This design comes from an exercise in tuning for small area and few clock cycles on the open sky130 flow, not from production work.
The RTL was checked by simulation tests, not by an equivalence proof against the original design.
Power is estimated from default activity; no workload was simulated.

==> inputs of run G <==
Design ao68000, start of the top module:
module ao68000 (
    input           CLK_I,               
    input           reset_n,             
    output          CYC_O,               
    output  [31:2]  ADR_O,               
    output  [31:0]  DAT_O,               
    input   [31:0]  DAT_I,               
    output  [3:0]   SEL_O,               
    output          STB_O,               
    output          WE_O,                
    input           ACK_I,               
    input           ERR_I,               
    input           RTY_I,               
    output          SGL_O,               
    output          BLK_O,               
    output          RMW_O,               
    output [2:0]    CTI_O,               
    output [1:0]    BTE_O,               
    output [2:0]    fc_o,                
    input [2:0]     ipl_i,               
    output          reset_o,             
    output          blocked_o            
);
==> flow/config.mk <==
export PLATFORM = sky130hd
export DESIGN_NAME = ao68000
export DESIGN_NICKNAME = ao68000
export VERILOG_FILES = /design/flow/design.v
export SDC_FILE = /design/flow/constraint.sdc
export NUM_CORES = 4
export LEC_CHECK = 0
export CAP_MARGIN = 20
export CORE_MARGIN = 2
export CORE_UTILIZATION = 40
export SETUP_SLACK_MARGIN = 0.6
export SLEW_MARGIN = 20
export SYNTH_MEMORY_MAX_BITS = 65536
==> flow/constraint.sdc <==
create_clock -name core_clock -period 12.0 [get_ports {CLK_I}]
set_input_delay 2.4000 -clock core_clock [delete_from_list [all_inputs] [get_ports {CLK_I}]]
set_output_delay 2.4000 -clock core_clock [all_outputs]
set_load 0.01 [all_outputs]
run.sh (not shown) runs the stock make flow with config.mk's settings and CLKGATE_MAP_FILE= SYNTH_SCRIPT=/design/flow/synth_recipe.tcl, a recipe that flattens the netlist after the stock synthesis.
==> run H (differences from run G) <==
SETUP_SLACK_MARGIN = 0.3   (was 0.6)
==> qor summary <==
quantity                                                                                             run G                            run H
Non-clock buffer area fraction after layout                                                          7.34%                            7.25%
Total global routing track utilization                                                               52.8%                            52.7%
Arrival @ worst endpoint                                                                           8.87 ns                          9.11 ns
Static power due to leakage                                                                      0.0444 µW                        0.0443 µW
Number of search-and-repair iterations in the first detailed-routing pass                               15                               14
Synthesis-to-finish area growth                                                                      14.9%                            14.7%
Reported net switching power                                                                      24900 µW                         24900 µW
Post-layout nets                                                                                     13600                            13600
Internal reg-to-reg setup slack                                                                    0.77 ns                          0.58 ns
Minimum setup slack in the final design                                                           0.726 ns                         0.486 ns
Number of fillers in the final layout                                                                25500                            25500
Maximum resistive drop on vdd                                                                       260 µV                           261 µV
Worst setup path startpoint                                                bus_control_m.prefetch_ir_o[65]  bus_control_m.prefetch_ir_o[74]
Switch share                                                                                         59.8%                            59.8%
Non-clk bufs                                                                                          1100                             1088
Maximum frequency from static timing analysis                                                     88.7 MHz                         86.9 MHz
Met3 Use GR                                                                                          28.4%                            27.8%
Sequential cell power                                                                              7570 µW                          7590 µW
Outcome                                                                            complete, no violations          complete, no violations
Met3 wire length                                                                                 127000 µm                        125000 µm
Testbench counts of run G, summed over its fixed seeds: cycles 91,137.
Testbench counts of run H, summed over its fixed seeds: cycles 91,137.

* * *

==> 07-15: inputs <==
Another version of the RTL of ao68000 (not shown whole).
clock: 12.0 ns
lec_check: 0
cap_margin: 20
core_margin: 2
core_utilization: 40
slew_margin: 20
synth_memory_max_bits: 65536
==> 08-10: changes against 07-15 <==
- CTS_BUF_LIST: unset -> sky130_fd_sc_hd__clkbuf_8
- GPL_TIMING_DRIVEN: unset -> 0
==> flow_summary.json <==
{
  "status": "complete, but fails checks",
  "so_faults": "negative setup slack",
  "arrival_time_at_the_worst_endpoint_ns": 13.34,
  "design_power_total_mw": 39.9,
  "powerDensity_nw_per_um2": 335,
  "worst_slack_ns": -0.511,
  "dp_hpwl_um": 594000,
  "setup-violations-final": 52
}
# the run above: 08-10

==> flow_summary.json <==
{
  "fillCellCount": 25400,
  "status": "no timing/DRC/antenna violations",
  "post-place-ws_ns": 0.662,
  "area.share.sequential": 0.308,
  "setup-violations-final": 0,
  "synthToLayoutAreaGrowth_pct": 14.7,
  "dp_hpwl_um": 527000,
  "design_power_total_mw": 39.3,
  "arrival_time_at_the_worst_endpoint_ns": 9.36,
  "worst_slack_ns": 0.241
}
# the run above: 07-15

Testbench counts of 07-15, summed over its fixed seeds: cycles 94,879.
Testbench counts of 08-10, summed over its fixed seeds: cycles 94,879.

what the ideal ports hide:
The results above use ideal ports. As a check the final layouts listed here were re-extracted and re-timed, cells and wires unchanged.
Step 1 sets driving cells, clkbuf_16 on the clock port and buf_2 on the other inputs (assumed; they add their load-dependent delay and slew).
Step 2 times the ports against the registers' clock, not the clock port: input delays grow and output delays shrink by t, the midpoint of the rising clock arrivals with the driver on.
Three values: ideal, step 1, step 2; two values: the first two.
run	t, ns	setup slack, ns	hold WS [ns]	worst slew at a driven data input, ns
run G	0.977	0.726 / 0.622 / -0.066	0.414 / 0.414 / 0.414	0.05
run H	0.964	0.486 / 0.385 / -0.071	0.413 / 0.413 / 0.413	0.05
07-15	0.980	0.241 / 0.129 / 0.587	0.450 / 0.450 / 0.450	0.09
08-10	1.211	-0.511 / -0.511 / -1.502	0.411 / 0.411 / 0.411	0.08
With both steps, setup timing fails in run G and run H, where it was met with ideal ports. For 08-10, which loses most, drivers alone change the setup slack by 0.000 ns; drivers and shift together by -0.991 ns.
